From an optimization exercise on the open Yosys and OpenROAD flow, aimed at small area, a short achievable clock period and few clock cycles per item; shortcuts taken in it are not production practice. The RTL was checked by simulation tests, not by an equivalence proof against the original design.

===== design.v =====
module fir_top (
    input  wire       clk,
    input  wire       resetN,
    input  wire       sampleClk,
    input  wire [7:0] sample,
    output wire [7:0] sum,
    output reg        dav
);
   reg [7:0] h1, h2, h3, h4, h5, h6, h7, h8;
   reg [8:0] s34, s25, s16;
   reg [9:0] m3;
   reg [18:0] t1a;
   reg [17:0] t1b;
   reg [3:0] ic;
   wire busy = ~ic[3] | ~ic[2];
   wire en = sampleClk | busy;
   wire [7:0] xin = busy ? 8'd0 : sample;
   wire s_1, c_2;
   ha us_1 (h2[0], h3[0], s_1, c_2);
   wire s_3, c_4;
   ha us_3 (h2[1], h3[1], s_3, c_4);
   wire s_5, c_6;
   ha us_5 (h2[2], h3[2], s_5, c_6);
   wire s_7, c_8;
   ha us_7 (h2[3], h3[3], s_7, c_8);
   wire s_9, c_10;
   ha us_9 (h2[4], h3[4], s_9, c_10);
   wire s_11, c_12;
   ha us_11 (h2[5], h3[5], s_11, c_12);
   wire s_13, c_14;
   ha us_13 (h2[6], h3[6], s_13, c_14);
   wire s_15, c_16;
   ha us_15 (h2[7], h3[7], s_15, c_16);
   wire s_17, c_18;
   ha us_17 (h2[7], h3[7], s_17, c_18);
   wire G_19 = c_4 | (s_3 & c_2);
   wire G_21 = c_6 | (s_5 & c_4);
   wire P_22 = s_5 & s_3;
   wire G_23 = c_8 | (s_7 & c_6);
   wire P_24 = s_7 & s_5;
   wire G_25 = c_10 | (s_9 & c_8);
   wire P_26 = s_9 & s_7;
   wire G_27 = c_12 | (s_11 & c_10);
   wire P_28 = s_11 & s_9;
   wire G_29 = c_14 | (s_13 & c_12);
   wire P_30 = s_13 & s_11;
   wire G_31 = c_16 | (s_15 & c_14);
   wire P_32 = s_15 & s_13;
   wire G_33 = c_18 | (s_17 & c_16);
   wire P_34 = s_17 & s_15;
   wire G_35 = G_21 | (P_22 & c_2);
   wire G_37 = G_23 | (P_24 & G_19);
   wire G_39 = G_25 | (P_26 & G_21);
   wire P_40 = P_26 & P_22;
   wire G_41 = G_27 | (P_28 & G_23);
   wire P_42 = P_28 & P_24;
   wire G_43 = G_29 | (P_30 & G_25);
   wire P_44 = P_30 & P_26;
   wire G_45 = G_31 | (P_32 & G_27);
   wire P_46 = P_32 & P_28;
   wire G_47 = G_33 | (P_34 & G_29);
   wire P_48 = P_34 & P_30;
   wire G_49 = G_39 | (P_40 & c_2);
   wire G_51 = G_41 | (P_42 & G_19);
   wire G_53 = G_43 | (P_44 & G_35);
   wire G_55 = G_45 | (P_46 & G_37);
   wire G_57 = G_47 | (P_48 & G_39);
   wire P_58 = P_48 & P_40;
   wire G_59 = G_57 | (P_58 & c_2);
   wire [8:0] s34n;
   assign s34n[0] = ~(s_1);
   assign s34n[1] = ~(s_3 ^ c_2);
   assign s34n[2] = ~(s_5 ^ G_19);
   assign s34n[3] = ~(s_7 ^ G_35);
   assign s34n[4] = ~(s_9 ^ G_37);
   assign s34n[5] = ~(s_11 ^ G_49);
   assign s34n[6] = ~(s_13 ^ G_51);
   assign s34n[7] = ~(s_15 ^ G_53);
   assign s34n[8] = s_17 ^ G_55;
   wire s_61, c_62;
   ha us_61 (h1[0], h4[0], s_61, c_62);
   wire s_63, c_64;
   ha us_63 (h1[1], h4[1], s_63, c_64);
   wire s_65, c_66;
   ha us_65 (h1[2], h4[2], s_65, c_66);
   wire s_67, c_68;
   ha us_67 (h1[3], h4[3], s_67, c_68);
   wire s_69, c_70;
   ha us_69 (h1[4], h4[4], s_69, c_70);
   wire s_71, c_72;
   ha us_71 (h1[5], h4[5], s_71, c_72);
   wire s_73, c_74;
   ha us_73 (h1[6], h4[6], s_73, c_74);
   wire s_75, c_76;
   ha us_75 (h1[7], h4[7], s_75, c_76);
   wire s_77, c_78;
   ha us_77 (h1[7], h4[7], s_77, c_78);
   wire G_79 = c_64 | (s_63 & c_62);
   wire G_81 = c_66 | (s_65 & c_64);
   wire P_82 = s_65 & s_63;
   wire G_83 = c_68 | (s_67 & c_66);
   wire P_84 = s_67 & s_65;
   wire G_85 = c_70 | (s_69 & c_68);
   wire P_86 = s_69 & s_67;
   wire G_87 = c_72 | (s_71 & c_70);
   wire P_88 = s_71 & s_69;
   wire G_89 = c_74 | (s_73 & c_72);
   wire P_90 = s_73 & s_71;
   wire G_91 = c_76 | (s_75 & c_74);
   wire P_92 = s_75 & s_73;
   wire G_93 = c_78 | (s_77 & c_76);
   wire P_94 = s_77 & s_75;
   wire G_95 = G_81 | (P_82 & c_62);
   wire G_97 = G_83 | (P_84 & G_79);
   wire G_99 = G_85 | (P_86 & G_81);
   wire P_100 = P_86 & P_82;
   wire G_101 = G_87 | (P_88 & G_83);
   wire P_102 = P_88 & P_84;
   wire G_103 = G_89 | (P_90 & G_85);
   wire P_104 = P_90 & P_86;
   wire G_105 = G_91 | (P_92 & G_87);
   wire P_106 = P_92 & P_88;
   wire G_107 = G_93 | (P_94 & G_89);
   wire P_108 = P_94 & P_90;
   wire G_109 = G_99 | (P_100 & c_62);
   wire G_111 = G_101 | (P_102 & G_79);
   wire G_113 = G_103 | (P_104 & G_95);
   wire G_115 = G_105 | (P_106 & G_97);
   wire G_117 = G_107 | (P_108 & G_99);
   wire P_118 = P_108 & P_100;
   wire G_119 = G_117 | (P_118 & c_62);
   wire [8:0] s25n;
   assign s25n[0] = ~(s_61);
   assign s25n[1] = ~(s_63 ^ c_62);
   assign s25n[2] = ~(s_65 ^ G_79);
   assign s25n[3] = ~(s_67 ^ G_95);
   assign s25n[4] = ~(s_69 ^ G_97);
   assign s25n[5] = ~(s_71 ^ G_109);
   assign s25n[6] = ~(s_73 ^ G_111);
   assign s25n[7] = ~(s_75 ^ G_113);
   assign s25n[8] = s_77 ^ G_115;
   wire s_121, c_122;
   ha us_121 (xin[0], h5[0], s_121, c_122);
   wire s_123, c_124;
   ha us_123 (xin[1], h5[1], s_123, c_124);
   wire s_125, c_126;
   ha us_125 (xin[2], h5[2], s_125, c_126);
   wire s_127, c_128;
   ha us_127 (xin[3], h5[3], s_127, c_128);
   wire s_129, c_130;
   ha us_129 (xin[4], h5[4], s_129, c_130);
   wire s_131, c_132;
   ha us_131 (xin[5], h5[5], s_131, c_132);
   wire s_133, c_134;
   ha us_133 (xin[6], h5[6], s_133, c_134);
   wire s_135, c_136;
   ha us_135 (xin[7], h5[7], s_135, c_136);
   wire s_137, c_138;
   ha us_137 (xin[7], h5[7], s_137, c_138);
   wire G_139 = c_124 | (s_123 & c_122);
   wire G_141 = c_126 | (s_125 & c_124);
   wire P_142 = s_125 & s_123;
   wire G_143 = c_128 | (s_127 & c_126);
   wire P_144 = s_127 & s_125;
   wire G_145 = c_130 | (s_129 & c_128);
   wire P_146 = s_129 & s_127;
   wire G_147 = c_132 | (s_131 & c_130);
   wire P_148 = s_131 & s_129;
   wire G_149 = c_134 | (s_133 & c_132);
   wire P_150 = s_133 & s_131;
   wire G_151 = c_136 | (s_135 & c_134);
   wire P_152 = s_135 & s_133;
   wire G_153 = c_138 | (s_137 & c_136);
   wire P_154 = s_137 & s_135;
   wire G_155 = G_141 | (P_142 & c_122);
   wire G_157 = G_143 | (P_144 & G_139);
   wire G_159 = G_145 | (P_146 & G_141);
   wire P_160 = P_146 & P_142;
   wire G_161 = G_147 | (P_148 & G_143);
   wire P_162 = P_148 & P_144;
   wire G_163 = G_149 | (P_150 & G_145);
   wire P_164 = P_150 & P_146;
   wire G_165 = G_151 | (P_152 & G_147);
   wire P_166 = P_152 & P_148;
   wire G_167 = G_153 | (P_154 & G_149);
   wire P_168 = P_154 & P_150;
   wire G_169 = G_159 | (P_160 & c_122);
   wire G_171 = G_161 | (P_162 & G_139);
   wire G_173 = G_163 | (P_164 & G_155);
   wire G_175 = G_165 | (P_166 & G_157);
   wire G_177 = G_167 | (P_168 & G_159);
   wire P_178 = P_168 & P_160;
   wire G_179 = G_177 | (P_178 & c_122);
   wire [8:0] s16n;
   assign s16n[0] = ~(s_121);
   assign s16n[1] = ~(s_123 ^ c_122);
   assign s16n[2] = ~(s_125 ^ G_139);
   assign s16n[3] = ~(s_127 ^ G_155);
   assign s16n[4] = ~(s_129 ^ G_157);
   assign s16n[5] = ~(s_131 ^ G_169);
   assign s16n[6] = ~(s_133 ^ G_171);
   assign s16n[7] = ~(s_135 ^ G_173);
   assign s16n[8] = s_137 ^ G_175;
   wire s_181, c_182;
   ha us_181 (xin[1], xin[0], s_181, c_182);
   wire s_183, c_184;
   ha us_183 (xin[2], xin[1], s_183, c_184);
   wire s_185, c_186;
   ha us_185 (xin[3], xin[2], s_185, c_186);
   wire s_187, c_188;
   ha us_187 (xin[4], xin[3], s_187, c_188);
   wire s_189, c_190;
   ha us_189 (xin[5], xin[4], s_189, c_190);
   wire s_191, c_192;
   ha us_191 (xin[6], xin[5], s_191, c_192);
   wire s_193, c_194;
   ha us_193 (xin[7], xin[6], s_193, c_194);
   wire s_195, c_196;
   ha us_195 (xin[7], xin[7], s_195, c_196);
   wire s_197, c_198;
   ha us_197 (xin[7], xin[7], s_197, c_198);
   wire G_199 = c_182 | (s_181 & 1'b0);
   wire G_201 = c_184 | (s_183 & c_182);
   wire P_202 = s_183 & s_181;
   wire G_203 = c_186 | (s_185 & c_184);
   wire P_204 = s_185 & s_183;
   wire G_205 = c_188 | (s_187 & c_186);
   wire P_206 = s_187 & s_185;
   wire G_207 = c_190 | (s_189 & c_188);
   wire P_208 = s_189 & s_187;
   wire G_209 = c_192 | (s_191 & c_190);
   wire P_210 = s_191 & s_189;
   wire G_211 = c_194 | (s_193 & c_192);
   wire P_212 = s_193 & s_191;
   wire G_213 = c_196 | (s_195 & c_194);
   wire P_214 = s_195 & s_193;
   wire G_215 = c_198 | (s_197 & c_196);
   wire P_216 = s_197 & s_195;
   wire G_217 = G_201 | (P_202 & 1'b0);
   wire G_219 = G_203 | (P_204 & G_199);
   wire G_221 = G_205 | (P_206 & G_201);
   wire P_222 = P_206 & P_202;
   wire G_223 = G_207 | (P_208 & G_203);
   wire P_224 = P_208 & P_204;
   wire G_225 = G_209 | (P_210 & G_205);
   wire P_226 = P_210 & P_206;
   wire G_227 = G_211 | (P_212 & G_207);
   wire P_228 = P_212 & P_208;
   wire G_229 = G_213 | (P_214 & G_209);
   wire P_230 = P_214 & P_210;
   wire G_231 = G_215 | (P_216 & G_211);
   wire P_232 = P_216 & P_212;
   wire G_233 = G_221 | (P_222 & 1'b0);
   wire G_235 = G_223 | (P_224 & G_199);
   wire G_237 = G_225 | (P_226 & G_217);
   wire G_239 = G_227 | (P_228 & G_219);
   wire G_241 = G_229 | (P_230 & G_221);
   wire P_242 = P_230 & P_222;
   wire G_243 = G_231 | (P_232 & G_223);
   wire P_244 = P_232 & P_224;
   wire G_245 = G_241 | (P_242 & 1'b0);
   wire G_247 = G_243 | (P_244 & G_199);
   wire [9:0] m3n;
   assign m3n[0] = ~(xin[0]);
   assign m3n[1] = ~(s_181 ^ 1'b0);
   assign m3n[2] = ~(s_183 ^ G_199);
   assign m3n[3] = ~(s_185 ^ G_217);
   assign m3n[4] = ~(s_187 ^ G_219);
   assign m3n[5] = ~(s_189 ^ G_233);
   assign m3n[6] = ~(s_191 ^ G_235);
   assign m3n[7] = ~(s_193 ^ G_237);
   assign m3n[8] = ~(s_195 ^ G_239);
   assign m3n[9] = s_197 ^ G_245;
   wire s_249, c_250;
   fa us_249 (s25[0], ~h7[0], 1'b1, s_249, c_250);
   wire s_251, c_252;
   fa us_251 (~s34[0], s25[1], 1'b1, s_251, c_252);
   wire s_253, c_254;
   xr xs_253 (h7[1], c_250, s_253);
   nr ns_253 (h7[1], ~c_250, c_254);
   wire s_255, c_256;
   fa us_255 (~s34[1], s25[2], s25[0], s_255, c_256);
   wire s_257, c_258;
   fa us_257 (s16[0], ~h7[2], c_252, s_257, c_258);
   wire s_259, c_260;
   ha us_259 (s_255, c_254, s_259, c_260);
   wire s_261, c_262;
   fa us_261 (~s34[2], s34[0], 1'b1, s_261, c_262);
   wire s_263, c_264;
   fa us_263 (s25[3], s25[1], s16[1], s_263, c_264);
   wire s_265, c_266;
   fa us_265 (~h7[3], h7[0], h8[0], s_265, c_266);
   wire s_267, c_268;
   fa us_267 (c_256, s_261, s_263, s_267, c_268);
   wire s_269, c_270;
   fa us_269 (s_265, c_258, c_260, s_269, c_270);
   wire s_271, c_272;
   fa us_271 (~s34[3], s34[1], 1'b1, s_271, c_272);
   wire s_273, c_274;
   fa us_273 (s25[4], s25[2], s25[0], s_273, c_274);
   wire s_275, c_276;
   fa us_275 (s16[2], s16[0], h7[1], s_275, c_276);
   wire s_277, c_278;
   fa us_277 (~h7[4], h8[1], c_262, s_277, c_278);
   wire s_279, c_280;
   fa us_279 (c_264, c_266, s_271, s_279, c_280);
   wire s_281, c_282;
   fa us_281 (s_273, s_275, c_268, s_281, c_282);
   wire s_283, c_284;
   fa us_283 (s_277, s_279, c_270, s_283, c_284);
   wire s_285, c_286;
   fa us_285 (s34[4], h7[5], h7[0], s_285, c_286);
   wire s_287, c_288;
   fa us_287 (s34[2], s25[5], s25[3], s_287, c_288);
   wire s_289, c_290;
   fa us_289 (s25[1], s16[3], s16[1], s_289, c_290);
   wire s_291, c_292;
   fa us_291 (h7[2], h8[2], c_272, s_291, c_292);
   wire s_293, c_294;
   fa us_293 (c_274, c_276, s_287, s_293, c_294);
   wire s_295, c_296;
   fa us_295 (~s_285, s_289, c_278, s_295, c_296);
   wire s_297, c_298;
   fa us_297 (c_280, s_291, s_293, s_297, c_298);
   wire s_299, c_300;
   fa us_299 (c_282, s_295, s_297, s_299, c_300);
   wire s_301, c_302;
   fa us_301 (s34[5], h7[6], h7[1], s_301, c_302);
   wire s_303, c_304;
   fa us_303 (s34[3], s25[6], s25[4], s_303, c_304);
   wire s_305, c_306;
   fa us_305 (s25[2], s16[4], s16[2], s_305, c_306);
   wire s_307, c_308;
   fa us_307 (s16[0], h7[3], h8[3], s_307, c_308);
   wire s_309, c_310;
   fa us_309 (~c_286, c_288, c_290, s_309, c_310);
   wire s_311, c_312;
   fa us_311 (~s_301, s_303, s_305, s_311, c_312);
   wire s_313, c_314;
   fa us_313 (s_307, c_292, c_294, s_313, c_314);
   wire s_315, c_316;
   fa us_315 (s_309, s_311, c_296, s_315, c_316);
   wire s_317, c_318;
   fa us_317 (c_298, s_313, s_315, s_317, c_318);
   wire s_319, c_320;
   fa us_319 (~s34[6], s34[4], s34[0], s_319, c_320);
   wire s_321, c_322;
   fa us_321 (s25[7], s25[5], s25[3], s_321, c_322);
   wire s_323, c_324;
   fa us_323 (s16[5], s16[3], s16[1], s_323, c_324);
   wire s_325, c_326;
   fa us_325 (h7[7], h7[4], h8[4], s_325, c_326);
   wire s_327, c_328;
   fa us_327 (h7[2], c_302, ~c_304, s_327, c_328);
   wire s_329, c_330;
   fa us_329 (c_306, c_308, s_319, s_329, c_330);
   wire s_331, c_332;
   fa us_331 (s_321, s_323, s_325, s_331, c_332);
   wire s_333, c_334;
   fa us_333 (c_310, c_312, ~s_327, s_333, c_334);
   wire s_335, c_336;
   fa us_335 (s_329, s_331, c_314, s_335, c_336);
   wire s_337, c_338;
   fa us_337 (s_333, c_316, s_335, s_337, c_338);
   wire s_339, c_340;
   fa us_339 (s34[7], s25[0], h7[3], s_339, c_340);
   wire s_341, c_342;
   fa us_341 (s34[5], s34[1], s25[8], s_341, c_342);
   wire s_343, c_344;
   fa us_343 (s25[6], s25[4], s16[6], s_343, c_344);
   wire s_345, c_346;
   fa us_345 (s16[4], s16[2], h7[5], s_345, c_346);
   wire s_347, c_348;
   fa us_347 (h8[5], c_320, c_322, s_347, c_348);
   wire s_349, c_350;
   fa us_349 (c_324, c_326, s_341, s_349, c_350);
   wire s_351, c_352;
   fa us_351 (~s_339, s_343, s_345, s_351, c_352);
   wire s_353, c_354;
   fa us_353 (~c_328, c_330, c_332, s_353, c_354);
   wire s_355, c_356;
   fa us_355 (s_347, s_349, s_351, s_355, c_356);
   wire s_357, c_358;
   fa us_357 (c_334, s_353, s_355, s_357, c_358);
   wire s_359, c_360;
   ha us_359 (c_336, s_357, s_359, c_360);
   wire s_361, c_362;
   fa us_361 (s34[8], s25[1], h7[4], s_361, c_362);
   wire s_363, c_364;
   fa us_363 (s34[6], s34[2], s25[7], s_363, c_364);
   wire s_365, c_366;
   fa us_365 (s25[5], s16[7], s16[5], s_365, c_366);
   wire s_367, c_368;
   fa us_367 (s16[3], h7[6], h8[6], s_367, c_368);
   wire s_369, c_370;
   fa us_369 (~c_340, c_342, c_344, s_369, c_370);
   wire s_371, c_372;
   fa us_371 (c_346, s_363, s_365, s_371, c_372);
   wire s_373, c_374;
   fa us_373 (~s_361, s_367, c_348, s_373, c_374);
   wire s_375, c_376;
   fa us_375 (c_350, c_352, s_369, s_375, c_376);
   wire s_377, c_378;
   fa us_377 (s_371, c_354, s_373, s_377, c_378);
   wire s_379, c_380;
   fa us_379 (c_356, s_375, s_377, s_379, c_380);
   wire s_381, c_382;
   ha us_381 (c_358, c_360, s_381, c_382);
   wire s_383, c_384;
   fa us_383 (s34[7], s34[3], 1'b1, s_383, c_384);
   wire s_385, c_386;
   fa us_385 (s34[0], s25[2], h7[7], s_385, c_386);
   wire s_387, c_388;
   fa us_387 (s25[8], s25[6], s16[8], s_387, c_388);
   wire s_389, c_390;
   fa us_389 (s16[6], s16[4], ~h7[5], s_389, c_390);
   wire s_391, c_392;
   fa us_391 (h8[7], c_362, ~c_364, s_391, c_392);
   wire s_393, c_394;
   fa us_393 (c_366, c_368, s_383, s_393, c_394);
   wire s_395, c_396;
   fa us_395 (~s_385, s_387, s_389, s_395, c_396);
   wire s_397, c_398;
   fa us_397 (c_370, c_372, ~s_391, s_397, c_398);
   wire s_399, c_400;
   fa us_399 (s_393, s_395, c_374, s_399, c_400);
   wire s_401, c_402;
   fa us_401 (c_376, s_397, c_378, s_401, c_402);
   wire s_403, c_404;
   fa us_403 (s_399, c_380, s_401, s_403, c_404);
   wire s_405, c_406;
   fa us_405 (s34[8], s34[4], s25[7], s_405, c_406);
   wire s_407, c_408;
   fa us_407 (s34[1], s25[3], h7[6], s_407, c_408);
   wire s_409, c_410;
   fa us_409 (s16[7], s16[5], c_384, s_409, c_410);
   wire s_411, c_412;
   fa us_411 (~c_386, c_388, c_390, s_411, c_412);
   wire s_413, c_414;
   fa us_413 (~s_405, s_407, c_392, s_413, c_414);
   wire s_415, c_416;
   fa us_415 (c_394, c_396, s_409, s_415, c_416);
   wire s_417, c_418;
   fa us_417 (s_411, c_398, ~s_413, s_417, c_418);
   wire s_419, c_420;
   fa us_419 (s_415, c_400, s_417, s_419, c_420);
   wire s_421, c_422;
   ha us_421 (c_402, s_419, s_421, c_422);
   wire s_423, c_424;
   fa us_423 (s34[5], s25[8], s16[8], s_423, c_424);
   wire s_425, c_426;
   fa us_425 (s34[2], s25[4], ~s16[6], s_425, c_426);
   wire s_427, c_428;
   fa us_427 (h7[7], c_406, ~c_408, s_427, c_428);
   wire s_429, c_430;
   fa us_429 (s_423, ~s_425, c_410, s_429, c_430);
   wire s_431, c_432;
   fa us_431 (c_412, s_427, ~c_414, s_431, c_432);
   wire s_433, c_434;
   fa us_433 (c_416, s_429, c_418, s_433, c_434);
   wire s_435, c_436;
   fa us_435 (s_431, c_420, s_433, s_435, c_436);
   wire s_437, c_438;
   fa us_437 (s34[6], ~s34[3], 1'b1, s_437, c_438);
   wire s_439, c_440;
   fa us_439 (~s25[5], s16[7], c_424, s_439, c_440);
   wire s_441, c_442;
   fa us_441 (~c_426, s_437, c_428, s_441, c_442);
   wire s_443, c_444;
   fa us_443 (s_439, c_430, s_441, s_443, c_444);
   wire s_445, c_446;
   fa us_445 (c_432, s_443, c_434, s_445, c_446);
   wire s_447, c_448;
   fa us_447 (s34[7], ~s34[4], 1'b1, s_447, c_448);
   wire s_449, c_450;
   fa us_449 (~s25[6], s16[8], c_438, s_449, c_450);
   wire s_451, c_452;
   fa us_451 (s_447, c_440, s_449, s_451, c_452);
   wire s_453, c_454;
   fa us_453 (c_442, s_451, c_444, s_453, c_454);
   wire s_455, c_456;
   fa us_455 (s34[8], ~s34[5], 1'b1, s_455, c_456);
   wire s_457, c_458;
   fa us_457 (~s25[7], c_448, s_455, s_457, c_458);
   wire s_459, c_460;
   fa us_459 (c_450, s_457, c_452, s_459, c_460);
   wire s_461, c_462;
   ha us_461 (s34[6], s25[8], s_461, c_462);
   wire s_463, c_464;
   fa us_463 (~s_461, c_456, c_458, s_463, c_464);
   wire s_465, c_466;
   xr xs_465 (s34[7], c_462, s_465);
   nr ns_465 (s34[7], c_462, c_466);
   wire [18:0] t1an = {s34[8], c_464, c_460, c_454, c_446, c_436, c_422, c_404, c_382, s_379, c_338, c_318, c_300, c_284, s_281, s_267, s_257, s_251, s_249};
   wire [17:0] t1bn = {c_466, s_465, s_463, s_459, s_453, s_445, s_435, s_421, s_403, s_381, s_359, s_337, s_317, s_299, s_283, s_269, s_259, s_253};
   wire s_467, c_468;
   fa us_467 (~t1a[1], t1b[0], h1[1], s_467, c_468);
   wire s_469, c_470;
   fa us_469 (t1a[2], t1b[1], ~h1[2], s_469, c_470);
   wire s_471, c_472;
   fa us_471 (t1a[3], t1b[2], m3[0], s_471, c_472);
   wire s_473, c_474;
   xr xs_473 (h1[3], c_470, s_473);
   nr ns_473 (h1[3], ~c_470, c_474);
   wire s_475, c_476;
   fa us_475 (t1a[4], t1b[3], m3[1], s_475, c_476);
   wire s_477, c_478;
   fa us_477 (~h1[4], c_472, s_475, s_477, c_478);
   wire s_479, c_480;
   fa us_479 (t1a[5], t1b[4], m3[2], s_479, c_480);
   wire s_481, c_482;
   fa us_481 (~h1[5], c_476, s_479, s_481, c_482);
   wire s_483, c_484;
   fa us_483 (t1a[6], t1b[5], m3[3], s_483, c_484);
   wire s_485, c_486;
   fa us_485 (~h1[6], c_480, s_483, s_485, c_486);
   wire s_487, c_488;
   fa us_487 (t1a[7], t1b[6], m3[4], s_487, c_488);
   wire s_489, c_490;
   fa us_489 (h1[7], c_484, s_487, s_489, c_490);
   wire s_491, c_492;
   fa us_491 (t1a[8], t1b[7], 1'b1, s_491, c_492);
   wire s_493, c_494;
   fa us_493 (m3[5], c_488, s_491, s_493, c_494);
   wire s_495, c_496;
   fa us_495 (t1a[9], t1b[8], m3[6], s_495, c_496);
   wire s_497, c_498;
   ha us_497 (c_492, s_495, s_497, c_498);
   wire s_499, c_500;
   fa us_499 (t1a[10], t1b[9], m3[7], s_499, c_500);
   wire s_501, c_502;
   ha us_501 (c_496, s_499, s_501, c_502);
   wire s_503, c_504;
   fa us_503 (t1a[11], t1b[10], m3[8], s_503, c_504);
   wire s_505, c_506;
   ha us_505 (c_500, s_503, s_505, c_506);
   wire s_507, c_508;
   fa us_507 (t1a[12], t1b[11], m3[9], s_507, c_508);
   wire s_509, c_510;
   ha us_509 (c_504, s_507, s_509, c_510);
   wire s_511, c_512;
   fa us_511 (t1a[13], t1b[12], c_508, s_511, c_512);
   wire s_513, c_514;
   ha us_513 (t1a[14], t1b[13], s_513, c_514);
   wire s_515, c_516;
   ha us_515 (t1a[15], t1b[14], s_515, c_516);
   wire s_517, c_518;
   ha us_517 (t1a[16], t1b[15], s_517, c_518);
   wire s_519, c_520;
   ha us_519 (t1a[17], t1b[16], s_519, c_520);
   wire s_521, c_522;
   xr xs_521 (t1a[18], t1b[17], s_521);
   nr ns_521 (t1a[18], ~t1b[17], c_522);
   wire s_523, c_524;
   xr xs_523 (t1a[0], h1[0], s_523);
   nr ns_523 (h1[0], ~t1a[0], c_524);
   wire s_525, c_526;
   xr xs_525 (c_468, s_469, s_525);
   nr ns_525 (c_468, ~s_469, c_526);
   wire s_527, c_528;
   xr xs_527 (s_471, s_473, s_527);
   nr ns_527 (s_473, ~s_471, c_528);
   wire s_529, c_530;
   ha us_529 (c_474, s_477, s_529, c_530);
   wire s_531, c_532;
   ha us_531 (c_478, s_481, s_531, c_532);
   wire s_533, c_534;
   ha us_533 (c_482, s_485, s_533, c_534);
   wire s_535, c_536;
   ha us_535 (c_486, s_489, s_535, c_536);
   wire s_537, c_538;
   ha us_537 (c_490, s_493, s_537, c_538);
   wire s_539, c_540;
   ha us_539 (c_494, s_497, s_539, c_540);
   wire s_541, c_542;
   ha us_541 (c_498, s_501, s_541, c_542);
   wire s_543, c_544;
   ha us_543 (c_502, s_505, s_543, c_544);
   wire s_545, c_546;
   ha us_545 (c_506, s_509, s_545, c_546);
   wire s_547, c_548;
   ha us_547 (c_510, s_511, s_547, c_548);
   wire s_549, c_550;
   ha us_549 (c_512, s_513, s_549, c_550);
   wire s_551, c_552;
   ha us_551 (c_514, s_515, s_551, c_552);
   wire s_553, c_554;
   ha us_553 (c_516, s_517, s_553, c_554);
   wire s_555, c_556;
   ha us_555 (c_518, s_519, s_555, c_556);
   wire s_557, c_558;
   xr xs_557 (c_520, s_521, s_557);
   nr ns_557 (s_521, ~c_520, c_558);
   wire s_559, c_560;
   ha us_559 (c_522, 1'b1, s_559, c_560);
   wire G_561 = 1'b0 | (~s_467 & c_524);
   wire G_563 = c_526 | (~s_525 & 1'b0);
   wire P_564 = ~s_525 & ~s_467;
   wire G_565 = c_528 | (~s_527 & c_526);
   wire P_566 = ~s_527 & ~s_525;
   wire G_567 = c_530 | (s_529 & c_528);
   wire P_568 = s_529 & ~s_527;
   wire G_569 = c_532 | (s_531 & c_530);
   wire P_570 = s_531 & s_529;
   wire G_571 = c_534 | (s_533 & c_532);
   wire P_572 = s_533 & s_531;
   wire G_573 = c_536 | (s_535 & c_534);
   wire P_574 = s_535 & s_533;
   wire G_575 = c_538 | (s_537 & c_536);
   wire P_576 = s_537 & s_535;
   wire G_577 = c_540 | (s_539 & c_538);
   wire P_578 = s_539 & s_537;
   wire G_579 = c_542 | (s_541 & c_540);
   wire P_580 = s_541 & s_539;
   wire G_581 = c_544 | (s_543 & c_542);
   wire P_582 = s_543 & s_541;
   wire G_583 = c_546 | (s_545 & c_544);
   wire P_584 = s_545 & s_543;
   wire G_585 = c_548 | (s_547 & c_546);
   wire P_586 = s_547 & s_545;
   wire G_587 = c_550 | (s_549 & c_548);
   wire P_588 = s_549 & s_547;
   wire G_589 = c_552 | (s_551 & c_550);
   wire P_590 = s_551 & s_549;
   wire G_591 = c_554 | (s_553 & c_552);
   wire P_592 = s_553 & s_551;
   wire G_593 = c_556 | (s_555 & c_554);
   wire P_594 = s_555 & s_553;
   wire G_595 = c_558 | (~s_557 & c_556);
   wire P_596 = ~s_557 & s_555;
   wire G_597 = c_560 | (s_559 & c_558);
   wire P_598 = s_559 & ~s_557;
   wire G_599 = G_563 | (P_564 & c_524);
   wire G_601 = G_565 | (P_566 & G_561);
   wire G_603 = G_567 | (P_568 & G_563);
   wire P_604 = P_568 & P_564;
   wire G_605 = G_569 | (P_570 & G_565);
   wire P_606 = P_570 & P_566;
   wire G_607 = G_571 | (P_572 & G_567);
   wire P_608 = P_572 & P_568;
   wire G_609 = G_573 | (P_574 & G_569);
   wire P_610 = P_574 & P_570;
   wire G_611 = G_575 | (P_576 & G_571);
   wire P_612 = P_576 & P_572;
   wire G_613 = G_577 | (P_578 & G_573);
   wire P_614 = P_578 & P_574;
   wire G_615 = G_579 | (P_580 & G_575);
   wire P_616 = P_580 & P_576;
   wire G_617 = G_581 | (P_582 & G_577);
   wire P_618 = P_582 & P_578;
   wire G_619 = G_583 | (P_584 & G_579);
   wire P_620 = P_584 & P_580;
   wire G_621 = G_585 | (P_586 & G_581);
   wire P_622 = P_586 & P_582;
   wire G_623 = G_587 | (P_588 & G_583);
   wire P_624 = P_588 & P_584;
   wire G_625 = G_589 | (P_590 & G_585);
   wire P_626 = P_590 & P_586;
   wire G_627 = G_591 | (P_592 & G_587);
   wire P_628 = P_592 & P_588;
   wire G_629 = G_593 | (P_594 & G_589);
   wire P_630 = P_594 & P_590;
   wire G_631 = G_595 | (P_596 & G_591);
   wire P_632 = P_596 & P_592;
   wire G_633 = G_597 | (P_598 & G_593);
   wire P_634 = P_598 & P_594;
   wire G_635 = G_603 | (P_604 & c_524);
   wire G_637 = G_605 | (P_606 & G_561);
   wire G_639 = G_607 | (P_608 & G_599);
   wire G_641 = G_609 | (P_610 & G_601);
   wire G_643 = G_611 | (P_612 & G_603);
   wire P_644 = P_612 & P_604;
   wire G_645 = G_613 | (P_614 & G_605);
   wire P_646 = P_614 & P_606;
   wire G_647 = G_615 | (P_616 & G_607);
   wire P_648 = P_616 & P_608;
   wire G_649 = G_617 | (P_618 & G_609);
   wire P_650 = P_618 & P_610;
   wire G_651 = G_619 | (P_620 & G_611);
   wire P_652 = P_620 & P_612;
   wire G_653 = G_621 | (P_622 & G_613);
   wire P_654 = P_622 & P_614;
   wire G_655 = G_623 | (P_624 & G_615);
   wire P_656 = P_624 & P_616;
   wire G_657 = G_625 | (P_626 & G_617);
   wire P_658 = P_626 & P_618;
   wire G_659 = G_627 | (P_628 & G_619);
   wire P_660 = P_628 & P_620;
   wire G_661 = G_629 | (P_630 & G_621);
   wire P_662 = P_630 & P_622;
   wire G_663 = G_631 | (P_632 & G_623);
   wire P_664 = P_632 & P_624;
   wire G_665 = G_633 | (P_634 & G_625);
   wire P_666 = P_634 & P_626;
   wire G_667 = G_643 | (P_644 & c_524);
   wire G_669 = G_645 | (P_646 & G_561);
   wire G_671 = G_647 | (P_648 & G_599);
   wire G_673 = G_649 | (P_650 & G_601);
   wire G_675 = G_651 | (P_652 & G_635);
   wire G_677 = G_653 | (P_654 & G_637);
   wire G_679 = G_655 | (P_656 & G_639);
   wire G_681 = G_657 | (P_658 & G_641);
   wire G_683 = G_659 | (P_660 & G_643);
   wire P_684 = P_660 & P_644;
   wire G_685 = G_661 | (P_662 & G_645);
   wire P_686 = P_662 & P_646;
   wire G_687 = G_663 | (P_664 & G_647);
   wire P_688 = P_664 & P_648;
   wire G_689 = G_665 | (P_666 & G_649);
   wire P_690 = P_666 & P_650;
   wire G_691 = G_683 | (P_684 & c_524);
   wire G_693 = G_685 | (P_686 & G_561);
   wire G_695 = G_687 | (P_688 & G_599);
   wire G_697 = G_689 | (P_690 & G_601);
   wire [19:0] r;
   assign r[0] = ~s_523;
   assign r[1] = ~s_467 ^ c_524;
   assign r[2] = ~s_525 ^ G_561;
   assign r[3] = ~s_527 ^ G_599;
   assign r[4] = s_529 ^ G_601;
   assign r[5] = s_531 ^ G_635;
   assign r[6] = s_533 ^ G_637;
   assign r[7] = s_535 ^ G_639;
   assign r[8] = s_537 ^ G_641;
   assign r[9] = s_539 ^ G_667;
   assign r[10] = s_541 ^ G_669;
   assign r[11] = s_543 ^ G_671;
   assign r[12] = s_545 ^ G_673;
   assign r[13] = s_547 ^ G_675;
   assign r[14] = s_549 ^ G_677;
   assign r[15] = s_551 ^ G_679;
   assign r[16] = s_553 ^ G_681;
   assign r[17] = s_555 ^ G_691;
   assign r[18] = ~s_557 ^ G_693;
   assign r[19] = s_559 ^ G_695;
   wire c7;
   carry7 uc7 (r[9:3], sample[6:0], c7);
   wire [2:0] nf0, nf1, nf;
   nflags unf0 (r[10], sample[7], 1'b0, nf0);
   nflags unf1 (r[10], sample[7], 1'b1, nf1);
   mux3 unfm (c7, nf0, nf1, nf);
   reg [8:0] rq;
   reg zq, oq, upq, n0q, n3q;
   wire [7:0] rinc = rq[7:0] + upq;
   wire sp = (~rq[8] & rq[7] & (~zq | ~n0q)) | (~rq[8] & ~rq[7] & oq & n3q);
   wire sn = (rq[8] & ~rq[7] & (~oq | ~n3q)) | (rq[8] & rq[7] & zq & n0q);
   assign sum = sp ? 8'h7f : sn ? 8'h80 : rinc;
   always @(posedge clk, negedge resetN)
     if (!resetN) begin
        ic <= 4'd0;
        dav <= 1'b0;
     end else begin
        if (busy) ic <= ic + 4'd1;
        dav <= sampleClk & ~busy;
     end
   always @(posedge clk) begin
      rq <= r[19:11];
      zq <= ~|r[17:11]; oq <= &r[17:11];
      {upq, n0q, n3q} <= nf;
      if (en) begin
         t1a <= t1an; t1b <= t1bn;
         s34 <= s34n; s25 <= s25n; s16 <= s16n;
         m3 <= m3n;
         h1 <= xin; h2 <= h1; h3 <= h2; h4 <= h3;
         h5 <= h4; h6 <= h5; h7 <= h6; h8 <= h7;
      end
   end
endmodule
module carry7 (input [6:0] a, input [6:0] b, output c);
   wire [7:0] s = {1'b0, a} + {1'b0, b};
   assign c = s[7];
endmodule
module nflags (input r0, input x7, input c, output [2:0] f);
   wire nx = ~x7;
   assign f[2] = (r0 & nx) | (r0 & c) | (nx & c);
   assign f[1] = ~r0 & ~nx & ~c;
   assign f[0] = r0 & nx & c;
endmodule
module mux3 (input s, input [2:0] a, input [2:0] b, output [2:0] y);
   assign y = s ? b : a;
endmodule
module fa (input a, input b, input c, output s, output co);
   assign s = a ^ b ^ c;
   assign co = (a & b) | (a & c) | (b & c);
endmodule
module ha (input a, input b, output s, output co);
   assign s = a ^ b;
   assign co = a & b;
endmodule
module xr (input a, input b, output y);
   assign y = a ^ b;
endmodule
module nr (input a, input b, output y);
   assign y = ~(a | b);
endmodule
module anb (input a, input b, output y);
   assign y = ~a & b;
endmodule

===== flow/run.sh =====
#!/bin/bash
# The standard layout (the standard.sh: ORFS from synthesis to the final
# layout), with timing repair aiming at a larger setup margin than the flow
# settings allow. make's output goes to flow_make.log; each ORFS step writes
# its own log under orfs/logs, copied here at the end.
set -euo pipefail
bash standard.sh SETUP_SLACK_MARGIN=6.5 finish > flow_make.log 2>&1
cp orfs/logs/*/fir_top/base/*.log . 2>/dev/null || true

===== standard.sh =====
#!/bin/bash
# synth_recipe.tcl (not shown) runs the flow's synth.tcl, then flattens the netlist and writes it again
# the make line also repeats each setting of config.mk as NAME=value (left out here)
make -C /OpenROAD-flow-scripts/flow DESIGN_CONFIG=/design/flow/config.mk WORK_HOME=/design/flow/orfs CLKGATE_MAP_FILE= SYNTH_SCRIPT=/design/flow/synth_recipe.tcl "${@:-finish}"

===== config.mk =====
export PLATFORM = sky130hd
export DESIGN_NAME = fir_top
export DESIGN_NICKNAME = fir_top
export VERILOG_FILES = /design/flow/design.v
export SDC_FILE = /design/flow/constraint.sdc
export NUM_CORES = 4
export LEC_CHECK = 0
export CAP_MARGIN = 20
export CORE_MARGIN = 2
export CORE_UTILIZATION = 65
export CTS_BUF_LIST = sky130_fd_sc_hd__clkbuf_8
export CTS_CLUSTER_SIZE = 30
export SETUP_SLACK_MARGIN = 5
export SLEW_MARGIN = 20
export SYNTH_HIERARCHICAL = 1

===== constraint.sdc =====
create_clock -name core_clock -period 10.0 [get_ports {clk}]
set_input_delay 2.0000 -clock core_clock [delete_from_list [all_inputs] [get_ports {clk}]]
set_output_delay 2.0000 -clock core_clock [all_outputs]
set_load 0.01 [all_outputs]

==> results of run 1 <==
layer usage:
| layer | wire [um] | part of all wire |
|---|---|---|
| met1 | 9260 | 0.41 |
| met2 | 11600 | 0.52 |
| met3 | 1100 | 0.049 |
| met4 | 527 | 0.023 |
| met5 | 0 | 0 |
per-module statistics from Yosys (local to each module, per instance):
module | copies in the design | flip-flops and latches
fir_top | 1 | 157
mux3 | 1 | 0
nr | 8 | 0
xr | 7 | 0
ha | 64 | 0
nflags | 2 | 0
carry7 | 1 | 0
fa | 120 | 0
area by class of cell:
| class | count | area [um^2] | share of cell area |
|---|---|---|---|
| timing repair buffer | 87 | 708 | 0.0593 |
| sequential | 157 | 4560 | 0.382 |
| tap | 188 | 235 | 0.0197 |
| clock inverter | 15 | 143 | 0.0120 |
| multi-input combinational | 485 | 5760 | 0.483 |
| inverter | 78 | 294 | 0.0246 |
| clock buffer | 17 | 234 | 0.0196 |
path summary, 6_finish.rpt:
check | start | endpoint | slack, ps
hold / removal | h6[4] | h7[4] | 430
hold reg to reg | h6[4] | h7[4] | 430
setup / recovery | upq | sum[6] | 6100
max in group asynchronous | resetN | ic[3] | 8040
min in group asynchronous | resetN | ic[2] | 1760
setup reg to reg | t1a[7] | zq | 6360
cells in the final DEF (no fill, tap or decap), drive strengths merged, types with 5 or more instances in the layout:
cell / instances
conb: 14
clkbuf: 19
buf: 77
dfxtp: 14
xnor2: 26
dfrtp: 5
nor3: 7
a21o: 9
o21a: 6
o21ai: 24
nand2: 28
a21oi: 33
and3: 11
nand3: 11
ha: 77
or2: 7
fa: 120
nand2b: 7
o211ai: 12
nor2: 30
maj3: 7
clkdlybuf4s50: 6
inv: 87
edfxtp: 138
xor2: 19
worst register-to-register path: stages (launching register included):
cell      delay, ps
edfxtp_1        430
fa_1            510
fa_1            550
ha_4            350
and4_4          300
nand4_1         170
o21ai_2         280
a211oi_2        120
xnor2_1         150
or4_1           540
nor4_2          160
state kept, by name, indices dropped and copies added (netlist names), 9 cells and up:
| register | flops |
|---|---|
| t1b | 18 |
| s16 | 9 |
| t1a | 19 |
| m3 | 10 |
| rq | 9 |
| s34 | 9 |
| s25 | 9 |
metrics by stage:
step	utilization	worst slack, ps	hold WS, ps	std cells
2_1_floorplan	-	6260	400	724
3_3_place_gp	0.695	5600	403	927
3_5_place_dp	0.695	5540	405	927
4_1_cts	0.769	6070	428	1006
5_1_grt	0.788	6020	437	1027
6_report	0.788	6100	428	1027
what timing repair did:
| action | CTS | global route |
|---|---|---|
| buffers inserted | 47 | 20 |
| pin swaps | 42 | 37 |
| resized for setup | 132 | 36 |
| setup endpoints to repair | 120 | 110 |
| gates cloned | 0 | 1 |
logic make-up after synthesis:
family          after synthesis  synth area share
fa+ha+maj                   204             0.343
flops                       157             0.454
simple gates                118            0.0610
compound gates               99            0.0646
buf+inv                      83            0.0323
xor+xnor                     45            0.0408
mux                           4           0.00449
other cells                   2          0.000749
==> summary.md, run 1 <==
| Metric | Value |
|---|---|
| Detailed-route wire length per cell | 21.9 um |
| Crit-path slowest cell | dfxtp_2 |
| Worst path most repeated cell | ha_4 |
| Number of global-route vias before repair | 6449 |
| Largest net degree at the start of global routing | 91 |
| Async SR Flop Fraction | 0.0318 |
| Clock Latency Late Sink | 470 ps |
| Seq/Total Area, Yosys | 0.454 |
| Slew @ Worst Pin | 648 ps |
| FF+latch count, synth | 157 |
| Row count | 45 |
| Number of distinct library cells after synthesis | 59 |
| Area grow syn2layout | 19.0% |
| Worst reg2reg path depth | 10 |
| Fin crit period | 3900 ps |
| Cells along the critical path | ha_4 -> ha_4 -> and3_4 -> nand3_2 -> xnor2_1 -> maj3_2 -> buf_6 |
| Root buf cell | clkbuf_8 |
| Synth area leaders | edfxtp_1, fa_1, ha_1 |
| Max Fclk | 257 MHz |
| Arr. time, crit path | 1900 ps |
| Vias | 6094 |
| Hold depth | 0 |
| Post-Synthesis Mean Instance Area | 14.1 um^2 |
| Cts hold-fix bufs | 0 |
| Initial Utilization | 0.662 |
| Layout filler cell count | 854 |
| GPL Wtd Cong | 0.940 |
| CTS max path bufs | 2 |
| Final Slew Violations | 0 |
| DIE AREA | 16400 um^2 |
| WL final | 22500 um |
| # diodes | 0 |
| Initial antenna violation count | 0 |
| Post-synth EDFFs | 138 |
| Clock sinks | 157 |
| Mapped Cells | 712 |
| CP delay by family, top | adder cells |
| First-pass GRT wire length | 34300 um |
| TritonCTS clock tree | built |
| CP peak stage delay | 350 ps |
| Startpoint Class | register |
| Buffers on Ports | 19 |
| Remaining antenna violation count | 0 |
| GRT Total Usage | 0.288 |
| Die width | 128 um |
| Drt initial violations | 525 |
| Status | no timing/DRC/antenna violations |
| Synth area leader | edfxtp_1 |
| I/O pin count | 20 |
| Num CTS Buffers | 17 |
| Period utilization | 0.390 |
| Yosys top cell area share | 0.413 |
| Post-Place Cell Area | 10500 um^2 |
| Met1 Usage GRT | 0.372 |
| Final Skew | 17.7 ps |
| M3 GR Usage | 0.0543 |
| Final Hold Fails | 0 |
| Number of synthesis warnings | 7 |
| Crit Path Max Fanout | 2 |
| Gr busiest metal | met2 |
| Worst min path class | reg -> reg |
| Core Box Area | 15100 um^2 |
| # Max-Cap Violations | 0 |
| Crit Path Category | reg -> out |
| CP endpoint kind | primary output |
| DRC | 0 |
| Final nets | 1034 |
| Max-slew headroom | 0.568 |
| Critical path depth | 7 |
| Final HPWL DP | 15500 um |
| CTS clk-pin slew, worst paths | 100 ps |
| Syn Std Cell Area | 10000 um^2 |
| Aggregate global routing overflow | 0 |
| GR met2 Demand/Resource | 0.490 |
| Top_reg_cell synth | edfxtp_1 |
| RSZ-0062 raised after global routing | true |
| Fin area | 11900 um^2 |
| CP Data Required Time | 8000 ps |
| Setup Total Neg Slack | 0 ps |
| Crit path buffers/inverters | 1 |
| Share of cells above drive strength 1 | 0.267 |
| Final setup viols | 0 |
| Commonest cells in the netlist | edfxtp_1, fa_1, ha_1, inv_1, a21oi_1 |
| Average vias per placed instance | 5.93 |
| Most frequent cell after synthesis | edfxtp_1 |
| First-pass DRT Iterations | 5 |
| H-tree depth | 4 |
| Die Height | 128 um |
Testbench counts, summed over its fixed seeds: cycles 12,008, items 12,000.
==> inputs of run 2 (changes only) <==
--- a/flow/run.sh
+++ b/flow/run.sh
@@ -4,5 +4,5 @@
 # settings allow. make's output goes to flow_make.log; each ORFS step writes
 # its own log under orfs/logs, copied here at the end.
 set -euo pipefail
-bash standard.sh SETUP_SLACK_MARGIN=6.5 finish > flow_make.log 2>&1
+bash standard.sh SETUP_SLACK_MARGIN=6.0 finish > flow_make.log 2>&1
 cp orfs/logs/*/fir_top/base/*.log . 2>/dev/null || true
==> summary.md, run 2 <==
| Metric | Value |
|---|---|
| Async SR Flop Fraction | 0.0318 |
| Detailed-route wire length per cell | 19.7 um |
| Seq/Total Area, Yosys | 0.454 |
| Die Height | 128 um |
| # Max-Cap Violations | 0 |
| Initial antenna violation count | 0 |
| Remaining antenna violation count | 0 |
| Worst min path class | reg -> reg |
| Crit Path Max Fanout | 2 |
| Num CTS Buffers | 17 |
| Drt initial violations | 297 |
| Post-synth EDFFs | 138 |
| I/O pin count | 20 |
| Synth area leaders | edfxtp_1, fa_1, ha_1 |
| Final nets | 968 |
| Number of global-route vias before repair | 5876 |
| Final Slew Violations | 0 |
| Commonest cells in the netlist | edfxtp_1, fa_1, ha_1, inv_1, a21oi_1 |
| Layout filler cell count | 1025 |
| Number of distinct library cells after synthesis | 59 |
| First-pass GRT wire length | 30400 um |
| Synth area leader | edfxtp_1 |
| DIE AREA | 16400 um^2 |
| Final setup viols | 0 |
| Status | no timing/DRC/antenna violations |
| Max-slew headroom | 0.416 |
| GRT Total Usage | 0.256 |
| Most common cell after layout, fill and taps aside | edfxtp_1 |
| CP endpoint kind | primary output |
| Clock sinks | 157 |
| Cts hold-fix bufs | 0 |
| Largest register FFs | 19 |
| Fin crit period | 3990 ps |
| Top_reg_cell synth | edfxtp_1 |
| Die width | 128 um |
| RSZ-0062 raised after global routing | true |
| FF+latch count, synth | 157 |
| Setup Total Neg Slack | 0 ps |
| Final HPWL DP | 15200 um |
| Syn Std Cell Area | 10000 um^2 |
| Mapped Cells | 712 |
| Period utilization | 0.399 |
| Vias | 5496 |
| Buffers on Ports | 19 |
| Aggregate global routing overflow | 0 |
| Crit Path Category | reg -> out |
| TritonCTS clock tree | built |
| Slew @ Worst Pin | 876 ps |
| Commonest cells after routing, fill and taps aside | edfxtp_1, fa_1, inv_1, ha_1, nand2_1 |
| Number of synthesis warnings | 7 |
| CP Data Required Time | 8000 ps |
| Yosys top cell area share | 0.413 |
| CTS clk-pin slew, worst paths | 90 ps |
| Post-Synthesis Mean Instance Area | 14.1 um^2 |
| Largest net degree at the start of global routing | 76 |
| Most frequent cell after synthesis | edfxtp_1 |
| First-pass DRT Iterations | 5 |
| Initial Utilization | 0.662 |
| H-tree depth | 4 |
| Arr. time, crit path | 1990 ps |
| Clock Latency Late Sink | 450 ps |
| Startpoint Class | register |
| WL final | 19000 um |
| Biggest regs | t1a: 19 flops, t1b: 18 flops, m3: 10 flops |
| Area grow syn2layout | 9.70% |
| Core Box Area | 15100 um^2 |
| Final Skew | 12.3 ps |
| GPL Wtd Cong | 0.973 |
| Root buf cell | clkbuf_8 |
| DRC | 0 |
| Average vias per placed instance | 5.71 |
| Final Hold Fails | 0 |
| CTS max path bufs | 2 |
| Worst hold slack | 425 ps |
| Largest Register | t1a |
| Max Fclk | 250 MHz |
| Row count | 45 |
| Share of cells above drive strength 1 | 0.123 |
[run 2: cell counts after synthesis]
No cell type changed its count.
[run 2: worst paths after layout]
| kind | startpoint | depth (start not counted) | end | slack (ps) |
|---|---|---|---|---|
| setup / recovery | upq | 7 | sum[6] | 6010 |
| hold / removal | h6[7] | 0 | h7[7] | 430 |
| min in group asynchronous | resetN | 1 | ic[0] | 1750 |
| max in group asynchronous | resetN | 1 | ic[1] | 8080 |
| setup reg to reg | t1a[8] | 10 | zq | 6210 |
| hold reg to reg | h6[7] | 0 | h7[7] | 430 |
[run 2: critical path, cell delays in order, from the launching register on]
cell,delay (ps)
dfxtp_2,350
ha_4,150
ha_4,130
and3_4,190
nand3_2,90
xnor2_2,140
maj3_1,350
buf_2,150
[run 2: Yosys stat by module (local to each module, per instance)]
module,times used,cells inside
carry7,1,14
nr,8,1
fa,120,1
xr,7,1
nflags,2,5
mux3,1,3
fir_top,1,486
ha,64,1
[run 2: kinds of logic (layout without fill, tap and decap cells)]
kind of cell	count (synthesis)	count (layout)	share of synthesized area
xor+xnor	45	45	0.0408
fa+ha+maj	204	204	0.343
mux	4	4	0.00449
compound gates	99	99	0.0646
other cells	2	15	0.000749
buf+inv	83	132	0.0323
simple gates	118	118	0.0610
flops	157	157	0.454
[run 2: final cells by class]
type	instances	area [um^2]	share of cell area
multi-input cells	484	5350	0.486
flip-flops and latches	157	4550	0.414
inverters	78	293	0.0266
well taps	188	235	0.0214
clock buffers	17	234	0.0213
repair buffers	22	193	0.0175
clock inverters	15	146	0.0133
diodes	1	2.50	0.000227
[run 2: metal layers]
metal  GRT usage  wire length (um)  vias up
met3      0.0505               760       38
met2       0.435              9490      140
li1            -                 -     2569
met1       0.327              8110     2749
met5           0                 0        -
met4      0.0995               597        0
[run 2: per-stage QoR]
stage,setup WS [ps],area (um^2),utilization,cells
2_1_floorplan,6100,10100,-,724
3_3_place_gp,5440,10500,0.692,927
3_5_place_dp,5380,10500,0.692,927
4_1_cts,5900,10900,0.719,960
5_1_grt,5900,11000,0.726,961
6_report,6010,11000,0.727,962
[run 2: timing repair]
action / in CTS / in global routing
setup endpoints to repair: 11 / 86
pin swaps: 2 / 7
gates resized for setup: 32 / 25
setup buffers: 1 / 1
==> inputs of run 3 (changes only) <==
==> flow/run.sh (replaced) <==
#!/bin/bash
# The standard layout (the standard.sh: ORFS from synthesis to the final
# layout), with timing repair aiming at a larger setup margin than the flow
# settings allow and the port buffers made of sky130_fd_sc_hd__buf_4. make's
# output goes to flow_make.log; each ORFS step writes its own log under
# orfs/logs, copied here at the end.
set -euo pipefail
bash standard.sh SETUP_SLACK_MARGIN=6.0 "BUFFER_PORTS_ARGS=-buffer_cell sky130_fd_sc_hd__buf_4" finish > flow_make.log 2>&1
cp orfs/logs/*/fir_top/base/*.log . 2>/dev/null || true
==> summary.md, run 3 <==
| Metric | Value |
|---|---|
| DIE AREA | 16400 um^2 |
| Final setup viols | 0 |
| # diodes | 0 |
| Crit Path Max Fanout | 2 |
| Area grow syn2layout | 9.41% |
| Cts hold-fix bufs | 0 |
| Detailed-route wire length per cell | 19.9 um |
| FF+latch count, synth | 157 |
| Met1 Wirelength | 8150 um |
| Number of synthesis warnings | 7 |
| Post-synthesis compound-gate area fraction | 0.0646 |
| DRC | 0 |
| Drt initial violations | 277 |
| Most frequent cell after synthesis | edfxtp_1 |
| Slew @ Worst Pin | 664 ps |
| Die width | 128 um |
| Number of global-route vias before repair | 6032 |
| Worst hold slack | 428 ps |
| Cells along the critical path | ha_4 -> ha_4 -> and3_4 -> xor2_1 -> maj3_1 -> buf_4 |
| Met3 Wirelength | 621 um |
| Max Fclk | 254 MHz |
| Num CTS Buffers | 17 |
| Root buf cell | clkbuf_8 |
| # Max-Cap Violations | 0 |
| Buffers on Ports | 19 |
| Period utilization | 0.394 |
| Crit-path slowest cell | maj3_1 |
| GRT Total Usage | 0.258 |
| Status | no timing/DRC/antenna violations |
| Arr. time, crit path | 1940 ps |
| Post-synth EDFFs | 138 |
| Worst path most repeated cell | ha_4 |
| Setup Total Neg Slack | 0 ps |
| Layout filler cell count | 1019 |
| Seq/Total Area, Yosys | 0.454 |
| Final Hold Fails | 0 |
| Average vias per placed instance | 5.84 |
| CP endpoint kind | primary output |
| First-pass GRT wire length | 30700 um |
| Setup Fix Bufs, Post-CTS | 0 |
| Post-synthesis mux area share | 0.00449 |
| Startpoint Class | register |
| Commonest cells after routing, fill and taps aside | edfxtp_1, fa_1, inv_1, ha_1, a21oi_1 |
| Final nets | 967 |
| Largest Register | t1a |
| Post-Synthesis Mean Instance Area | 14.1 um^2 |
| Vias | 5608 |
| Number of distinct library cells after synthesis | 59 |
| Die Height | 128 um |
| Initial antenna violation count | 0 |
| CP peak stage delay | 350 ps |
| GPL Wtd Cong | 0.946 |
| Crit Path Category | reg -> out |
| Commonest cells in the netlist | edfxtp_1, fa_1, ha_1, inv_1, a21oi_1 |
| Most common cell after layout, fill and taps aside | edfxtp_1 |
| Top_reg_cell synth | edfxtp_1 |
| Met2 wire len | 9710 um |
| TritonCTS clock tree | built |
| Final Slew Violations | 0 |
| Uppermost routed layer | met4 |
| First-pass DRT Iterations | 5 |
| Largest net degree at the start of global routing | 87 |
| CP Data Required Time | 8000 ps |
| Aggregate global routing overflow | 0 |
| Syn Std Cell Area | 10000 um^2 |
| Final HPWL DP | 15400 um |
| XOR/XNOR Fraction of Synth Area | 0.0408 |
| CTS max path bufs | 2 |
| Core Box Area | 15100 um^2 |
| I/O pin count | 20 |
| Max-slew headroom | 0.557 |
| Row count | 45 |
| Mapped Cells | 712 |
| Yosys top cell area share | 0.413 |
| WL final | 19100 um |
| Synth area leader | edfxtp_1 |
| Worst min path class | reg -> reg |
| CTS clk-pin slew, worst paths | 90 ps |
| Fin crit period | 3940 ps |
| Remaining antenna violation count | 0 |
| Largest register FFs | 19 |
| Crit path buffers/inverters | 1 |
| Async SR Flop Fraction | 0.0318 |
| Largest family of logic cells by synthesized area | adder cells |
| H-tree depth | 4 |
| RSZ-0062 raised after global routing | true |
| Synth area leaders | edfxtp_1, fa_1, ha_1 |
| Clock sinks | 157 |
| Initial Utilization | 0.662 |
| Area share of fa/ha/maj cells after synthesis | 0.343 |
| Synth Area in Simple Gates | 0.0610 |
| Clock Latency Late Sink | 470 ps |
| Final Skew | 16.0 ps |
| Share of cells above drive strength 1 | 0.130 |
| CP delay by family, top | adder cells |
| Biggest regs | t1a: 19 flops, t1b: 18 flops, m3: 10 flops |
==> run 3: cell counts after synthesis <==
Identical to the previous run, type by type.
==> run 3: final timing paths <==
kind / cells after the start / slack, ps / from / to
setup / recovery: 6 / 6060 / rq[0] / sum[4]
hold / removal: 0 / 430 / h6[0] / h7[0]
setup reg to reg: 10 / 6110 / t1a[7] / zq
hold reg to reg: 0 / 430 / h6[0] / h7[0]
max in group asynchronous: 1 / 8590 / resetN / ic[3]
min in group asynchronous: 1 / 1310 / resetN / ic[1]
==> run 3: cell type report <==
class,instances,area (um^2),share of cell area
multi-input combinational,484,5310,0.484
sequential,157,4550,0.415
inverter,78,293,0.0267
tap,188,235,0.0214
clock buffer,17,234,0.0213
clock inverter,15,175,0.0160
timing repair buffer,21,174,0.0158
==> run 3: through the flow <==
| stage | util | worst slack [ps] | instances | instance area, um^2 |
|---|---|---|---|---|
| after floorplan | - | 6100 | 724 | 10100 |
| after global placement | 0.689 | 5820 | 927 | 10400 |
| after detailed placement | 0.689 | 5730 | 927 | 10400 |
| after CTS | 0.718 | 5970 | 959 | 10900 |
| after global routing | 0.725 | 5990 | 960 | 11000 |
| final | 0.725 | 6060 | 960 | 11000 |
==> run 3: modules after synthesis, one instance, submodules excluded, a selection <==
| module | copies in the design | flops+latches | area [um^2] |
|---|---|---|---|
| carry7 | 1 | 0 | 125 |
| fir_top | 1 | 157 | 6530 |
| ha | 64 | 0 | 12.5 |
| nr | 8 | 0 | 3.75 |
| mux3 | 1 | 0 | 33.8 |
| xr | 7 | 0 | 8.76 |
| fa | 120 | 0 | 20.0 |
==> run 3: kinds of logic after synthesis <==
logic type	after synthesis
other	2
and+or+nand+nor	118
AOI/OAI and AO/OA	99
xor gates and xnor gates	45
muxes	4
buffers and inverters	83
DFF	157
adders and majority gates	204
==> run 3: per-layer routing <==
| layer | GRT usage | up-vias |
|---|---|---|
| met3 | 0.0384 | 42 |
| met5 | 0 | - |
| met2 | 0.442 | 146 |
| met1 | 0.328 | 2851 |
| li1 | - | 2569 |
| met4 | 0.122 | 0 |
==> run 3: what timing repair did <==
item                       in CTS  in global routing
gates resized for setup         7                 18
setup endpoints to repair       4                  9
gates cloned                    0                  0
pin swaps                       2                  3
==> inputs of run 4 (changes only) <==
==> flow/run.sh (replaced) <==
#!/bin/bash
# The standard layout (the standard.sh: ORFS from synthesis to the final
# layout), with timing repair aiming at a larger setup margin than the flow
# settings allow and the port buffers made of sky130_fd_sc_hd__buf_2. make's
# output goes to flow_make.log; each ORFS step writes its own log under
# orfs/logs, copied here at the end.
set -euo pipefail
bash standard.sh SETUP_SLACK_MARGIN=6.2 "BUFFER_PORTS_ARGS=-buffer_cell sky130_fd_sc_hd__buf_2" finish > flow_make.log 2>&1
cp orfs/logs/*/fir_top/base/*.log . 2>/dev/null || true
==> summary.md, run 4 <==
| Metric | Value |
|---|---|
| Status | no timing/DRC/antenna violations |
| Worst min path class | reg -> reg |
| Max Fclk | 254 MHz |
| Async SR Flop Fraction | 0.0318 |
| Crit-path slowest cell | dfxtp_2 |
| CP peak stage delay | 350 ps |
| Setup Slack @ Placement | 5850 ps |
| Detailed-route wire length per cell | 19.8 um |
| Most frequent cell after synthesis | edfxtp_1 |
| Final HPWL DP | 15100 um |
| H-tree depth | 4 |
| Largest net degree at the start of global routing | 75 |
| Largest Register | t1a |
| Initial Utilization | 0.662 |
| FF+latch count, synth | 157 |
| Root buf cell | clkbuf_8 |
| Number of synthesis warnings | 7 |
| Aggregate global routing overflow | 0 |
| DRC | 0 |
| CTS max path bufs | 2 |
| GRT Total Usage | 0.251 |
| Die width | 128 um |
| # Max-Cap Violations | 0 |
| Vias | 5646 |
| Share of cells above drive strength 1 | 0.163 |
| Most common cell after layout, fill and taps aside | edfxtp_1 |
| Arr. time, crit path | 1930 ps |
| Max-slew headroom | 0.335 |
| Setup Total Neg Slack | 0 ps |
| Row count | 45 |
| Largest register FFs | 19 |
| Syn Std Cell Area | 10000 um^2 |
| # diodes | 0 |
| Synth area leaders | edfxtp_1, fa_1, ha_1 |
| CP Data Required Time | 8000 ps |
| Post-Synthesis Mean Instance Area | 14.1 um^2 |
| Crit Path Max Fanout | 2 |
| Crit Path Category | reg -> out |
| Final nets | 980 |
| Placed cells | 927 |
| Area grow syn2layout | 11.5% |
| Cts hold-fix bufs | 0 |
| Remaining antenna violation count | 0 |
| Core Box Area | 15100 um^2 |
| Synth area leader | edfxtp_1 |
| WL final | 19300 um |
| Period utilization | 0.393 |
| First-pass GRT wire length | 30100 um |
| Seq/Total Area, Yosys | 0.454 |
| Final Skew | 14.6 ps |
| Num CTS Buffers | 17 |
| Top_reg_cell synth | edfxtp_1 |
| GPL Wtd Cong | 0.924 |
| TritonCTS clock tree | built |
| Final setup viols | 0 |
| Worst path most repeated cell | ha_4 |
| Post-synth EDFFs | 138 |
| Number of global-route vias before repair | 5935 |
| Mapped Cells | 712 |
| Average vias per placed instance | 5.80 |
| Die Height | 128 um |
| Post-Layout Cell Count | 973 |
| Cells along the critical path | ha_4 -> ha_4 -> and3_4 -> nand3_4 -> xnor2_2 -> maj3_2 -> buf_6 |
| CP endpoint kind | primary output |
| Fin crit period | 3930 ps |
| Initial antenna violation count | 0 |
| Startpoint Class | register |
| CTS clk-pin slew, worst paths | 90 ps |
| Number of distinct library cells after synthesis | 59 |
| Util after Layout | 0.738 |
| I/O pin count | 20 |
| Drt initial violations | 289 |
| RSZ-0062 raised after global routing | true |
| Buffers on Ports | 19 |
| First-pass DRT Iterations | 4 |
| Clock Latency Late Sink | 460 ps |
| Yosys top cell area share | 0.413 |
| Slew @ Worst Pin | 997 ps |
| Setup WS post-layout | 6070 ps |
| DIE AREA | 16400 um^2 |
| Commonest cells after routing, fill and taps aside | edfxtp_1, fa_1, inv_1, ha_1, a21oi_1 |
| Biggest regs | t1a: 19 flops, t1b: 18 flops, m3: 10 flops |
| Clock sinks | 157 |
| Final Hold Fails | 0 |
| Final Slew Violations | 0 |
| Commonest cells in the netlist | edfxtp_1, fa_1, ha_1, inv_1, a21oi_1 |
run 4: cell counts after synthesis:
No cell type changed its count.
run 4: cell families (layout without fill, tap and decap cells):
group	count (synthesis)	in the layout	share of synthesized area
AOI/OAI and AO/OA	99	99	0.0646
and+or+nand+nor	118	118	0.0610
DFF	157	157	0.454
muxes	4	4	0.00449
buffers and inverters	83	144	0.0323
other	2	14	0.000749
xor gates and xnor gates	45	45	0.0408
adders and majority gates	204	204	0.343
run 4: critical path, delay by kind of cell (launching register included):
kind                       cells  cell delay (ps)
adders and majority gates      3              580
DFF                            1              350
and+or+nand+nor                2              290
xor gates and xnor gates       1              140
buffers and inverters          1              120
run 4: final cells by class:
class	instances	area, um^2
fill	999	3970
clock inverter	15	135
clock buffer	17	234
tap	188	235
timing repair buffer	34	230
sequential	157	4550
inverter	78	293
multi-input combinational	484	5500
run 4: final timing paths:
kind | startpoint | end | slack, ps | cells after the start
max | rq[0] | sum[6] | 6070 | 7
min | h6[4] | h7[4] | 420 | 0
max reg2reg | t1b[5] | zq | 6260 | 10
min reg2reg | h6[4] | h7[4] | 420 | 0
max in group asynchronous | resetN | ic[1] | 8540 | 1
min in group asynchronous | resetN | ic[2] | 1340 | 1
run 4: through the flow:
stage	hold WS [ps]	area (um^2)
final	418	11200
after global routing	433	11200
after CTS	423	10900
after detailed placement	406	10400
after global placement	403	10400
after floorplan	400	10100
run 4: Yosys stat by module (local to each module, per instance):
module	cells	flops+latches
xr	1	0
mux3	3	0
fir_top	486	157
nr	1	0
ha	1	0
fa	1	0
nflags	5	0
carry7	14	0
run 4: layer usage:
layer	wire, um	vias up	track usage
met3	819	54	0.0530
met1	8160	2844	0.313
met5	0	-	0
li1	-	2591	-
met4	761	0	0.119
met2	9560	157	0.424
run 4: repair_timing:
| action | in CTS | in global routing |
|---|---|---|
| setup endpoints to repair | 13 | 14 |
| resized for setup | 26 | 32 |
| setup buffers | 1 | 13 |
| pin swaps | 8 | 25 |

what the ideal ports hide:
Ports are ideal in the flow. The routed layouts listed here were re-timed in OpenROAD. Step 1: set_driving_cell puts a clkbuf_16 on clk and a buf_2 on each other input, an assumption about the parent block. Step 2 moves the port delays by t, midway between the first and last clock arrival at a register: inputs arrive t later, outputs are due t later. That takes back most of the time a late clock gives input paths. Three values: no drivers, after step 1, after step 2; two values: the first two.
run | t (ns) | setup WS [ns] | clock arrival spread, ns | pins driven straight from the clock port
run 1 | 0.496 | 6.105 / 6.068 / 6.020 | 0.018 / 0.018 | 1
run 2 | 0.487 | 6.008 / 5.968 / 5.596 | 0.012 / 0.012 | 1
run 3 | 0.500 | 6.061 / 6.019 / 5.693 | 0.017 / 0.017 | 1
run 4 | 0.489 | 6.071 / 6.032 / 5.853 | 0.014 / 0.015 | 1
After both steps setup and hold are still met in every run listed. The setup slack of run 2, which loses most, moves by -0.040 ns with the drivers and by -0.412 ns with both steps.
